Background: an optimization exercise with open tools, aiming at small area, a short achievable clock period and few clock cycles. Do not read the settings as production practice. At most, simulation tests tie the RTL to the original design; equivalence was not proved.

==> v2 <==
==> flow/design.v (excerpt) <==
module mvm_top (
    input  clk,
    input  rst,
    input  [63:0] i_vec_wdata,
    input  [2:0]  i_vec_waddr,
    input  i_vec_wen,
    input  [63:0] i_mat_wdata,
    input  [3:0]  i_mat_waddr,
    input  [1:0]  i_mat_wen,
    input  i_start,
    input  [2:0]  i_vec_start_addr,
    input  [3:0]  i_vec_num_words,
    input  [3:0]  i_mat_start_addr,
    input  [4:0]  i_mat_num_rows_per_olane,
    output o_busy,
    output [63:0] o_result,
    output o_valid
);
mvm u_mvm (
    .clk(clk),
    .rst(rst),
    .i_vec_wdata(i_vec_wdata),
    .i_vec_waddr(i_vec_waddr),
    .i_vec_wen(i_vec_wen),
    .i_mat_wdata(i_mat_wdata),
    .i_mat_waddr(i_mat_waddr),
    .i_mat_wen(i_mat_wen),
    .i_start(i_start),
    .i_vec_start_addr(i_vec_start_addr),
    .i_vec_num_words(i_vec_num_words),
    .i_mat_start_addr(i_mat_start_addr),
    .i_mat_num_rows_per_olane(i_mat_num_rows_per_olane),
    .o_busy(o_busy),
    .o_result(o_result),
    .o_valid(o_valid)
);
endmodule
Settings: LEC_CHECK=0, CAP_MARGIN=20, CORE_MARGIN=2, CORE_UTILIZATION=60, CTS_CLUSTER_SIZE=30, SLEW_MARGIN=20, SYNTH_HIERARCHICAL=1, SYNTH_MINIMUM_KEEP_SIZE=0; clock period 5.3 ns.
run.sh (not shown) runs the stock make flow with config.mk's settings and CLKGATE_MAP_FILE= SYNTH_SCRIPT=/design/flow/synth_recipe.tcl, a recipe that flattens the netlist after the stock synthesis.
==> inputs of v7, as changes to v2 <==
- CORE_UTILIZATION: 60 -> 40
- CTS_CLUSTER_SIZE: 30 -> unset
==> summary of the runs <==
v7 completed without violations. v2 passed the timing, DRC and antenna checks. Of v2 and v7, v2 has the higher first-iteration DRC count (gap 14%, measured against v7). Between v2 and v7, the lower die area is in v2 (gap 33%, measured against v7). Between v2 and v7, the lower sequential share of layout area is in v7 (gap 0.73 points). Global-route usage: v2 is higher than v7 (11 points).
==> figures <==
quantity	v7	v2
TritonRoute pass-1 iters	7	8
Met3 Routed Length	63,600 um	81,600 um
First-pass GRT wire length	813,000 um	764,000 um
Reg-to-reg endpoint	u_mvm.lane[0].dot_unit.ra_c7_17	u_mvm.lane[1].dot_unit.ra_c14_9
Result of the run	complete, no violations	complete, no violations
Final non-filler cell area	0.198 sq mm	0.195 sq mm
Worst flop-to-flop path startpoint	u_mvm.w_m0[16]	u_mvm.w_v1[47]
Portion of the clock cycle consumed by the worst path in the final layout	0.729	0.753
Function was not checked in any run of this note: the RTL went through the layout flow alone.

---

==> lagoon: inputs <==
mvm_top, a different RTL version from the one above (not shown whole).
## mvm_top
module mvm_top (
    input  clk,
    input  rst,
    input  [63:0] i_vec_wdata,
    input  [2:0]  i_vec_waddr,
    input  i_vec_wen,
    input  [63:0] i_mat_wdata,
    input  [3:0]  i_mat_waddr,
    input  [1:0]  i_mat_wen,
    input  i_start,
    input  [2:0]  i_vec_start_addr,
    input  [3:0]  i_vec_num_words,
    input  [3:0]  i_mat_start_addr,
    input  [4:0]  i_mat_num_rows_per_olane,
    output o_busy,
    output [63:0] o_result,
    output o_valid
);
mvm u_mvm (
    .clk(clk),
    .rst(rst),
    .i_vec_wdata(i_vec_wdata),
    .i_vec_waddr(i_vec_waddr),
    .i_vec_wen(i_vec_wen),
    .i_mat_wdata(i_mat_wdata),
    .i_mat_waddr(i_mat_waddr),
    .i_mat_wen(i_mat_wen),
    .i_start(i_start),
    .i_vec_start_addr(i_vec_start_addr),
    .i_vec_num_words(i_vec_num_words),
    .i_mat_start_addr(i_mat_start_addr),
    .i_mat_num_rows_per_olane(i_mat_num_rows_per_olane),
    .o_busy(o_busy),
    .o_result(o_result),
    .o_valid(o_valid)
);
endmodule
export LEC_CHECK = 0
export CAP_MARGIN = 20
export CORE_MARGIN = 2
export CORE_UTILIZATION = 40
export CTS_CLUSTER_DIAMETER = 100
export CTS_CLUSTER_SIZE = 24
export SETUP_SLACK_MARGIN = 3.0
export SLEW_MARGIN = 20
export SYNTH_HIERARCHICAL = 1
export SYNTH_MINIMUM_KEEP_SIZE = 0
create_clock -name core_clock -period 5.3 [get_ports {clk}]
==> inputs of tundra, as changes to lagoon <==
--- a/flow/design.v
+++ b/flow/design.v
@@ -3971,20 +3971,18 @@
 assign s = a ^ b ^ c;
 assign co = (a & b) | (a & c) | (b & c);
 endmodule
 module accum (
     input  clk,
     input  [109:0] rows,
     input  first_in,      
-    output logic [21:0] result,
-    output [31-22:0] sext           
+    output logic [21:0] result
 );
 logic [21:0] acc_s, acc_c;
 logic first;
-wire  [21:0] sum = ~(acc_s + acc_c + 22'd1);
 wire s2985 = ~(rows[11] ^ rows[33]);
 wire c2986 = rows[11] | rows[33];
 wire s2987 = ~(rows[7] ^ rows[29]);
 wire c2988 = rows[7] | rows[29];
 wire s2989 = ~(rows[8] ^ rows[30]);
 wire c2990 = rows[8] | rows[30];
 wire s2991, c2992;
@@ -4103,30 +4101,16 @@
 fa u_s3103 (.a(c3058), .b(s3059), .c((acc_c[20] | first)), .s(s3103), .co(c3104));
 wire s3105, c3106;
 fa u_s3105 (.a(c3060), .b(s3061), .c((acc_c[21] | first)), .s(s3105), .co(c3106));
 always_ff @(posedge clk) begin
     first <= first_in;
     acc_s <= {c3104, c3102, c3100, c3098, c3096, c3094, c3092, c3090, c3088, c3086, c3084, c3082, c3080, c3078, c3076, c3074, c3072, c3070, c3068, c3066, c3064, s3063};
     acc_c <= {s3105, s3103, s3101, s3099, s3097, s3095, s3093, s3091, s3089, s3087, s3085, s3083, s3081, s3079, s3077, s3075, s3073, s3071, s3069, s3067, s3065, (acc_c[0] | first)};
-    result <= sum;
+    result <= ~(acc_s + acc_c + 22'd1);
 end
-genvar k;
-generate
-    for (k = 0; k < 32-22; k++) begin : sx
-        sreg u_sreg (.clk(clk), .d(sum[21]), .q(sext[k]));
-    end
-endgenerate
-endmodule
-module sreg (
-    input  clk,
-    input  d,
-    output logic q
-);
-always_ff @(posedge clk)
-    q <= d;
 endmodule
 module ctrl (
     input  clk,
     input  rst,
     input  start,
     input  [2:0] vec_start_addr,
     input  [3:0] vec_num_words,
@@ -4140,118 +4124,86 @@
     output logic [7:0] msel0,        
     output logic [7:0] msel1,
     output logic       psel,         
     output logic       mask0,        
     output logic       mask1,        
     output logic       busy
 );
-logic [3:0] j_vsel0, j_vsel1;    
-logic       j_vpar;              
-logic [1:0] j_g;                 
-logic       j_odd;               
-logic [4:0] r;                   
-logic       r_zero;              
-logic [1:0] g;                   
-logic       vpar, mpar;          
-logic       n_valid, n_first, n_last, n_rzero, n_vpar, n_mpar, n_odd;
+logic [2:0] j_vs;
+logic [1:0] j_g;        
+logic       j_odd;      
+logic [4:0] r;          
+logic [1:0] g;          
+logic [2:0] va;         
+logic [3:0] ma;         
+logic       n_valid, n_first, n_last;
 logic [4:0] n_r;
 logic [1:0] n_g;
-logic [3:0] n_vsel0, n_vsel1;
-logic [7:0] n_msel0, n_msel1;
+logic [2:0] n_va;
+logic [3:0] n_ma;
 logic       accept;
 assign accept = start && !busy;
 always_comb begin
     n_valid = g_valid;
     n_r = r;
-    n_rzero = r_zero;
     n_g = g;
-    n_last = g_last;
-    n_vsel0 = vsel0;
-    n_vsel1 = vsel1;
-    n_msel0 = msel0;
-    n_msel1 = msel1;
-    n_vpar = vpar;
-    n_mpar = mpar;
+    n_va = va;
+    n_ma = ma;
     n_first = 1'b0;
-    n_odd = j_odd;
     if (accept) begin
         n_valid = 1'b1;
         n_r = mat_num_rows_per_olane - 5'd1;
-        n_rzero = (mat_num_rows_per_olane == 5'd1);
         n_g = 2'((vec_num_words - 4'd1) >> 1);
-        n_last = (vec_num_words <= 4'd2);
-        n_vsel0 = 4'(5'd1 << ((4'(vec_start_addr) + 4'd1) >> 1));
-        n_vsel1 = 4'd1 << vec_start_addr[2:1];
-        n_msel0 = 8'(9'd1 << ((5'(mat_start_addr) + 5'd1) >> 1));
-        n_msel1 = 8'd1 << mat_start_addr[3:1];
-        n_vpar = vec_start_addr[0];
-        n_mpar = mat_start_addr[0];
+        n_va = vec_start_addr;
+        n_ma = mat_start_addr;
         n_first = 1'b1;
-        n_odd = vec_num_words[0];
     end else if (g_valid) begin
-        if (g_last) begin
-            if (r_zero) begin
+        if (g == 2'd0) begin
+            if (r == 5'd0) begin
                 n_valid = 1'b0;
             end else begin
                 n_r = r - 5'd1;
-                n_rzero = (r == 5'd1);
                 n_g = j_g;
-                n_last = (j_g == 2'd0);
-                n_vsel0 = j_vsel0;
-                n_vsel1 = j_vsel1;
-                n_vpar = j_vpar;
-                if (!j_odd) begin
-                    n_msel0 = msel0 << 1;
-                    n_msel1 = msel1 << 1;
-                end else if (!mpar) begin
-                    n_msel0 = msel0 << 1;
-                end else begin
-                    n_msel1 = msel1 << 1;
-                end
-                n_mpar = mpar ^ j_odd;
+                n_va = j_vs;
+                n_ma = ma + (j_odd ? 4'd1 : 4'd2);
                 n_first = 1'b1;
             end
         end else begin
             n_g = g - 2'd1;
-            n_last = (g == 2'd1);
-            n_vsel0 = vsel0 << 1;
-            n_vsel1 = vsel1 << 1;
-            n_msel0 = msel0 << 1;
-            n_msel1 = msel1 << 1;
+            n_va = va + 3'd2;
+            n_ma = ma + 4'd2;
         end
     end
+    n_last = (n_g == 2'd0);
 end
 always_ff @(posedge clk) begin
     if (accept) begin
-        j_vsel0 <= n_vsel0;
-        j_vsel1 <= n_vsel1;
-        j_vpar <= vec_start_addr[0];
-        j_g <= n_g;
+        j_vs <= vec_start_addr;
+        j_g <= 2'((vec_num_words - 4'd1) >> 1);
         j_odd <= vec_num_words[0];
     end
     r <= n_r;
-    r_zero <= n_rzero;
     g <= n_g;
+    va <= n_va;
+    ma <= n_ma;
     g_first <= n_first;
     g_last <= n_last;
-    vsel0 <= n_vsel0;
-    vsel1 <= n_vsel1;
-    msel0 <= n_msel0;
-    msel1 <= n_msel1;
-    vpar <= n_vpar;
-    mpar <= n_mpar;
-    psel <= n_vpar ^ n_mpar;
-    mask0 <= n_last && n_odd && n_mpar;
-    mask1 <= n_last && n_odd && !n_mpar;
+    vsel0 <= 4'(5'd1 << ((4'(n_va) + 4'd1) >> 1));
+    vsel1 <= 4'd1 << n_va[2:1];
+    msel0 <= 8'(9'd1 << ((5'(n_ma) + 5'd1) >> 1));
+    msel1 <= 8'd1 << n_ma[3:1];
+    psel <= n_va[0] ^ n_ma[0];
+    mask0 <= n_last && (accept ? vec_num_words[0] : j_odd) && n_ma[0];
+    mask1 <= n_last && (accept ? vec_num_words[0] : j_odd) && !n_ma[0];
     if (rst) begin
         g_valid <= 1'b0;
         busy <= 1'b0;
     end else begin
         g_valid <= n_valid;
-        busy <= n_valid && !(n_last && n_rzero);
+        busy <= n_valid && !(n_g == 2'd0 && n_r == 5'd0);
     end
 end
 endmodule
 module mvm (
     input  clk,
     input  rst,
     input  [63:0] i_vec_wdata,
@@ -4328,15 +4280,14 @@
 localparam ROWW = 110;                
 localparam TD = TREE_STAGES + 1;      
 logic [TD:1] valid_d, first_d, last_d;
 logic out_a, out_b;
 wire  first_t = first_d[TD-1];       
 logic [63:0] p_v0, p_v1;
 logic [NL-1:0][21:0] res;
-logic [NL-1:0][9:0]  sext;
 assign p_v0 = (psel ? vb1 : vb0) & {64{!mask0}};
 assign p_v1 = (psel ? vb0 : vb1) & {64{!mask1}};
 genvar i;
 generate
     for (i = 0; i < NL; i++) begin : lane
         logic [ROWW-1:0] rows;
         mem #(.DATAW(64), .DEPTH(16)) mat_memory (
@@ -4356,18 +4307,17 @@
             .v1(p_v1),
             .rows(rows)
         );
         accum accumulator (
             .clk(clk),
             .rows(rows),
             .first_in(first_t),
-            .result(res[i]),
-            .sext(sext[i])
+            .result(res[i])
         );
-        assign o_result[32*i +: 32] = {sext[i], res[i]};
+        assign o_result[32*i +: 32] = {{10{res[i][21]}}, res[i]};
     end
 endgenerate
 always_ff @(posedge clk) begin
     first_d <= {first_d[TD-1:1], g_first};
     last_d <= {last_d[TD-1:1], g_last};
     if (rst) begin
         valid_d <= '0;
--- a/flow/config.mk
+++ b/flow/config.mk
@@ -6,11 +6,11 @@
 export NUM_CORES = 4
 export LEC_CHECK = 0
 export CAP_MARGIN = 20
 export CORE_MARGIN = 2
 export CORE_UTILIZATION = 40
 export CTS_CLUSTER_DIAMETER = 100
 export CTS_CLUSTER_SIZE = 24
-export SETUP_SLACK_MARGIN = 3.0
+export SETUP_SLACK_MARGIN = 2.6
 export SLEW_MARGIN = 20
 export SYNTH_HIERARCHICAL = 1
 export SYNTH_MINIMUM_KEEP_SIZE = 0
==> inputs of xenon, as changes to lagoon <==
--- a/flow/design.v
+++ b/flow/design.v
@@ -3971,20 +3971,18 @@
 assign s = a ^ b ^ c;
 assign co = (a & b) | (a & c) | (b & c);
 endmodule
 module accum (
     input  clk,
     input  [109:0] rows,
     input  first_in,      
-    output logic [21:0] result,
-    output [31-22:0] sext           
+    output logic [21:0] result
 );
 logic [21:0] acc_s, acc_c;
 logic first;
-wire  [21:0] sum = ~(acc_s + acc_c + 22'd1);
 wire s2985 = ~(rows[11] ^ rows[33]);
 wire c2986 = rows[11] | rows[33];
 wire s2987 = ~(rows[7] ^ rows[29]);
 wire c2988 = rows[7] | rows[29];
 wire s2989 = ~(rows[8] ^ rows[30]);
 wire c2990 = rows[8] | rows[30];
 wire s2991, c2992;
@@ -4103,30 +4101,16 @@
 fa u_s3103 (.a(c3058), .b(s3059), .c((acc_c[20] | first)), .s(s3103), .co(c3104));
 wire s3105, c3106;
 fa u_s3105 (.a(c3060), .b(s3061), .c((acc_c[21] | first)), .s(s3105), .co(c3106));
 always_ff @(posedge clk) begin
     first <= first_in;
     acc_s <= {c3104, c3102, c3100, c3098, c3096, c3094, c3092, c3090, c3088, c3086, c3084, c3082, c3080, c3078, c3076, c3074, c3072, c3070, c3068, c3066, c3064, s3063};
     acc_c <= {s3105, s3103, s3101, s3099, s3097, s3095, s3093, s3091, s3089, s3087, s3085, s3083, s3081, s3079, s3077, s3075, s3073, s3071, s3069, s3067, s3065, (acc_c[0] | first)};
-    result <= sum;
+    result <= ~(acc_s + acc_c + 22'd1);
 end
-genvar k;
-generate
-    for (k = 0; k < 32-22; k++) begin : sx
-        sreg u_sreg (.clk(clk), .d(sum[21]), .q(sext[k]));
-    end
-endgenerate
-endmodule
-module sreg (
-    input  clk,
-    input  d,
-    output logic q
-);
-always_ff @(posedge clk)
-    q <= d;
 endmodule
 module ctrl (
     input  clk,
     input  rst,
     input  start,
     input  [2:0] vec_start_addr,
     input  [3:0] vec_num_words,
@@ -4140,118 +4124,86 @@
     output logic [7:0] msel0,        
     output logic [7:0] msel1,
     output logic       psel,         
     output logic       mask0,        
     output logic       mask1,        
     output logic       busy
 );
-logic [3:0] j_vsel0, j_vsel1;    
-logic       j_vpar;              
-logic [1:0] j_g;                 
-logic       j_odd;               
-logic [4:0] r;                   
-logic       r_zero;              
-logic [1:0] g;                   
-logic       vpar, mpar;          
-logic       n_valid, n_first, n_last, n_rzero, n_vpar, n_mpar, n_odd;
+logic [2:0] j_vs;
+logic [1:0] j_g;        
+logic       j_odd;      
+logic [4:0] r;          
+logic [1:0] g;          
+logic [2:0] va;         
+logic [3:0] ma;         
+logic       n_valid, n_first, n_last;
 logic [4:0] n_r;
 logic [1:0] n_g;
-logic [3:0] n_vsel0, n_vsel1;
-logic [7:0] n_msel0, n_msel1;
+logic [2:0] n_va;
+logic [3:0] n_ma;
 logic       accept;
 assign accept = start && !busy;
 always_comb begin
     n_valid = g_valid;
     n_r = r;
-    n_rzero = r_zero;
     n_g = g;
-    n_last = g_last;
-    n_vsel0 = vsel0;
-    n_vsel1 = vsel1;
-    n_msel0 = msel0;
-    n_msel1 = msel1;
-    n_vpar = vpar;
-    n_mpar = mpar;
+    n_va = va;
+    n_ma = ma;
     n_first = 1'b0;
-    n_odd = j_odd;
     if (accept) begin
         n_valid = 1'b1;
         n_r = mat_num_rows_per_olane - 5'd1;
-        n_rzero = (mat_num_rows_per_olane == 5'd1);
         n_g = 2'((vec_num_words - 4'd1) >> 1);
-        n_last = (vec_num_words <= 4'd2);
-        n_vsel0 = 4'(5'd1 << ((4'(vec_start_addr) + 4'd1) >> 1));
-        n_vsel1 = 4'd1 << vec_start_addr[2:1];
-        n_msel0 = 8'(9'd1 << ((5'(mat_start_addr) + 5'd1) >> 1));
-        n_msel1 = 8'd1 << mat_start_addr[3:1];
-        n_vpar = vec_start_addr[0];
-        n_mpar = mat_start_addr[0];
+        n_va = vec_start_addr;
+        n_ma = mat_start_addr;
         n_first = 1'b1;
-        n_odd = vec_num_words[0];
     end else if (g_valid) begin
-        if (g_last) begin
-            if (r_zero) begin
+        if (g == 2'd0) begin
+            if (r == 5'd0) begin
                 n_valid = 1'b0;
             end else begin
                 n_r = r - 5'd1;
-                n_rzero = (r == 5'd1);
                 n_g = j_g;
-                n_last = (j_g == 2'd0);
-                n_vsel0 = j_vsel0;
-                n_vsel1 = j_vsel1;
-                n_vpar = j_vpar;
-                if (!j_odd) begin
-                    n_msel0 = msel0 << 1;
-                    n_msel1 = msel1 << 1;
-                end else if (!mpar) begin
-                    n_msel0 = msel0 << 1;
-                end else begin
-                    n_msel1 = msel1 << 1;
-                end
-                n_mpar = mpar ^ j_odd;
+                n_va = j_vs;
+                n_ma = ma + (j_odd ? 4'd1 : 4'd2);
                 n_first = 1'b1;
             end
         end else begin
             n_g = g - 2'd1;
-            n_last = (g == 2'd1);
-            n_vsel0 = vsel0 << 1;
-            n_vsel1 = vsel1 << 1;
-            n_msel0 = msel0 << 1;
-            n_msel1 = msel1 << 1;
+            n_va = va + 3'd2;
+            n_ma = ma + 4'd2;
         end
     end
+    n_last = (n_g == 2'd0);
 end
 always_ff @(posedge clk) begin
     if (accept) begin
-        j_vsel0 <= n_vsel0;
-        j_vsel1 <= n_vsel1;
-        j_vpar <= vec_start_addr[0];
-        j_g <= n_g;
+        j_vs <= vec_start_addr;
+        j_g <= 2'((vec_num_words - 4'd1) >> 1);
         j_odd <= vec_num_words[0];
     end
     r <= n_r;
-    r_zero <= n_rzero;
     g <= n_g;
+    va <= n_va;
+    ma <= n_ma;
     g_first <= n_first;
     g_last <= n_last;
-    vsel0 <= n_vsel0;
-    vsel1 <= n_vsel1;
-    msel0 <= n_msel0;
-    msel1 <= n_msel1;
-    vpar <= n_vpar;
-    mpar <= n_mpar;
-    psel <= n_vpar ^ n_mpar;
-    mask0 <= n_last && n_odd && n_mpar;
-    mask1 <= n_last && n_odd && !n_mpar;
+    vsel0 <= 4'(5'd1 << ((4'(n_va) + 4'd1) >> 1));
+    vsel1 <= 4'd1 << n_va[2:1];
+    msel0 <= 8'(9'd1 << ((5'(n_ma) + 5'd1) >> 1));
+    msel1 <= 8'd1 << n_ma[3:1];
+    psel <= n_va[0] ^ n_ma[0];
+    mask0 <= n_last && (accept ? vec_num_words[0] : j_odd) && n_ma[0];
+    mask1 <= n_last && (accept ? vec_num_words[0] : j_odd) && !n_ma[0];
     if (rst) begin
         g_valid <= 1'b0;
         busy <= 1'b0;
     end else begin
         g_valid <= n_valid;
-        busy <= n_valid && !(n_last && n_rzero);
+        busy <= n_valid && !(n_g == 2'd0 && n_r == 5'd0);
     end
 end
 endmodule
 module mvm (
     input  clk,
     input  rst,
     input  [63:0] i_vec_wdata,
@@ -4328,15 +4280,14 @@
 localparam ROWW = 110;                
 localparam TD = TREE_STAGES + 1;      
 logic [TD:1] valid_d, first_d, last_d;
 logic out_a, out_b;
 wire  first_t = first_d[TD-1];       
 logic [63:0] p_v0, p_v1;
 logic [NL-1:0][21:0] res;
-logic [NL-1:0][9:0]  sext;
 assign p_v0 = (psel ? vb1 : vb0) & {64{!mask0}};
 assign p_v1 = (psel ? vb0 : vb1) & {64{!mask1}};
 genvar i;
 generate
     for (i = 0; i < NL; i++) begin : lane
         logic [ROWW-1:0] rows;
         mem #(.DATAW(64), .DEPTH(16)) mat_memory (
@@ -4356,18 +4307,17 @@
             .v1(p_v1),
             .rows(rows)
         );
         accum accumulator (
             .clk(clk),
             .rows(rows),
             .first_in(first_t),
-            .result(res[i]),
-            .sext(sext[i])
+            .result(res[i])
         );
-        assign o_result[32*i +: 32] = {sext[i], res[i]};
+        assign o_result[32*i +: 32] = {{10{res[i][21]}}, res[i]};
     end
 endgenerate
 always_ff @(posedge clk) begin
     first_d <= {first_d[TD-1:1], g_first};
     last_d <= {last_d[TD-1:1], g_last};
     if (rst) begin
         valid_d <= '0;
==> flow/config.mk (replaced) <==
export PLATFORM = sky130hd
export DESIGN_NAME = mvm_top
export DESIGN_NICKNAME = mvm_top
export VERILOG_FILES = /design/flow/design.v
export SDC_FILE = /design/flow/constraint.sdc
export NUM_CORES = 4
export LEC_CHECK = 0
export CAP_MARGIN = 20
export CORE_MARGIN = 2
export CORE_UTILIZATION = 40
export SETUP_SLACK_MARGIN = 2.6
export SLEW_MARGIN = 20
export SYNTH_HIERARCHICAL = 1
export SYNTH_MINIMUM_KEEP_SIZE = 0
==> inputs of onyx, as changes to lagoon <==
--- a/flow/design.v
+++ b/flow/design.v
@@ -30,15 +30,15 @@
     end
 end
 endmodule
 module dot8 (
     input  clk,
     input  [63:0] m0,
     input  [63:0] m1,
-    input  [63:0] v0,
+    input  [63:0] v0,        
     input  [63:0] v1,
     output [109:0] rows
 );
 wire t1 = ~(wm0[0] & wv0[0]);
 wire t2 = ~(wm0[8] & wv0[8]);
 wire t3 = ~(wm0[16] & wv0[16]);
 wire t4 = ~(wm0[24] & wv0[24]);
@@ -3483,20 +3483,20 @@
 logic rc_c15_1;
 logic rc_c16_0;
 logic rc_c16_1;
 logic rc_c16_2;
 logic rc_c17_0;
 logic rc_c18_0;
 logic rc_c18_1;
-logic [63:0] wm0, wm1, wv0, wv1;
+logic [63:0] wm0, wm1;
+wire  [63:0] wv0 = v0;
+wire  [63:0] wv1 = v1;
 always_ff @(posedge clk) begin
     wm0 <= m0;
     wm1 <= m1;
-    wv0 <= v0;
-    wv1 <= v1;
     ra_c0_0 <= s1697;
     ra_c0_1 <= s1699;
     ra_c1_0 <= s2145;
     ra_c1_1 <= s2147;
     ra_c1_2 <= s2149;
     ra_c2_0 <= c2146;
     ra_c2_1 <= c2148;
@@ -4329,16 +4329,18 @@
 localparam TD = TREE_STAGES + 1;      
 logic [TD:1] valid_d, first_d, last_d;
 logic out_a, out_b;
 wire  first_t = first_d[TD-1];       
 logic [63:0] p_v0, p_v1;
 logic [NL-1:0][21:0] res;
 logic [NL-1:0][9:0]  sext;
-assign p_v0 = (psel ? vb1 : vb0) & {64{!mask0}};
-assign p_v1 = (psel ? vb0 : vb1) & {64{!mask1}};
+always_ff @(posedge clk) begin
+    p_v0 <= (psel ? vb1 : vb0) & {64{!mask0}};
+    p_v1 <= (psel ? vb0 : vb1) & {64{!mask1}};
+end
 genvar i;
 generate
     for (i = 0; i < NL; i++) begin : lane
         logic [ROWW-1:0] rows;
         mem #(.DATAW(64), .DEPTH(16)) mat_memory (
             .clk(clk),
             .wdata(wr_mdata),
==> flow/config.mk (replaced) <==
export PLATFORM = sky130hd
export DESIGN_NAME = mvm_top
export DESIGN_NICKNAME = mvm_top
export VERILOG_FILES = /design/flow/design.v
export SDC_FILE = /design/flow/constraint.sdc
export NUM_CORES = 4
export LEC_CHECK = 0
export CAP_MARGIN = 20
export CORE_MARGIN = 2
export CORE_UTILIZATION = 50
export CTS_CLUSTER_DIAMETER = 100
export CTS_CLUSTER_SIZE = 24
export SETUP_SLACK_MARGIN = 2.9
export SLEW_MARGIN = 20
export SYNTH_HIERARCHICAL = 1
export SYNTH_MINIMUM_KEEP_SIZE = 0
==> comparison <==
Between xenon and tundra, the lower setup slack is in tundra (gap 0.025 ns).
In onyx the sequential share of layout area is lower than in lagoon, by 1.5 points.
Wire length, lowest first: tundra, xenon, lagoon, onyx.
Testbench counts of lagoon, summed over its fixed seeds: cycles 13,267.
The RTL of tundra, xenon and onyx was laid out without a check of its function.

==> static timing again, ports no longer ideal <==
How much do the figures lean on ideal ports? The routed layouts below were timed once more, with nothing changed but the port constraints. Step 1, drivers: a clkbuf_16 drives clk and a buf_2 each remaining input, both assumed. Step 2 also shifts input and output timing later by t, the mid clock arrival at the registers, as if the neighbouring blocks saw the same clock. a / b / c = ideal ports / drivers / drivers and shift; a / b = the first two.
run | t, ns | slack for setup (ns) | worst hold slack (ns) | clock arrival spread, ns | worst data-port slew with drivers (ns)
v2 | 1.062 | 1.312 / 1.312 / 1.312 | 0.327 / 0.327 / 0.327 | 0.106 / 0.106 | 0.18
v7 | 1.066 | 1.438 / 1.438 / 1.220 | 0.324 / 0.324 / 0.324 | 0.091 / 0.092 | 0.23
lagoon | 1.099 | 2.726 / 2.627 / 2.134 | 0.300 / 0.300 / 0.300 | 0.111 / 0.111 | 0.19
tundra | 1.088 | 2.494 / 2.494 / 1.978 | 0.289 / 0.289 / 0.289 | 0.148 / 0.147 | 0.15
xenon | 1.124 | 2.519 / 2.442 / 2.004 | 0.324 / 0.324 / 0.324 | 0.111 / 0.112 | 0.16
onyx | 1.115 | 2.584 / 2.584 / 2.323 | 0.323 / 0.323 / 0.323 | 0.110 / 0.110 | 0.13
After both steps every run listed still meets setup and hold. For lagoon, which loses most, drivers alone change the setup slack by -0.099 ns; drivers and shift together by -0.592 ns.
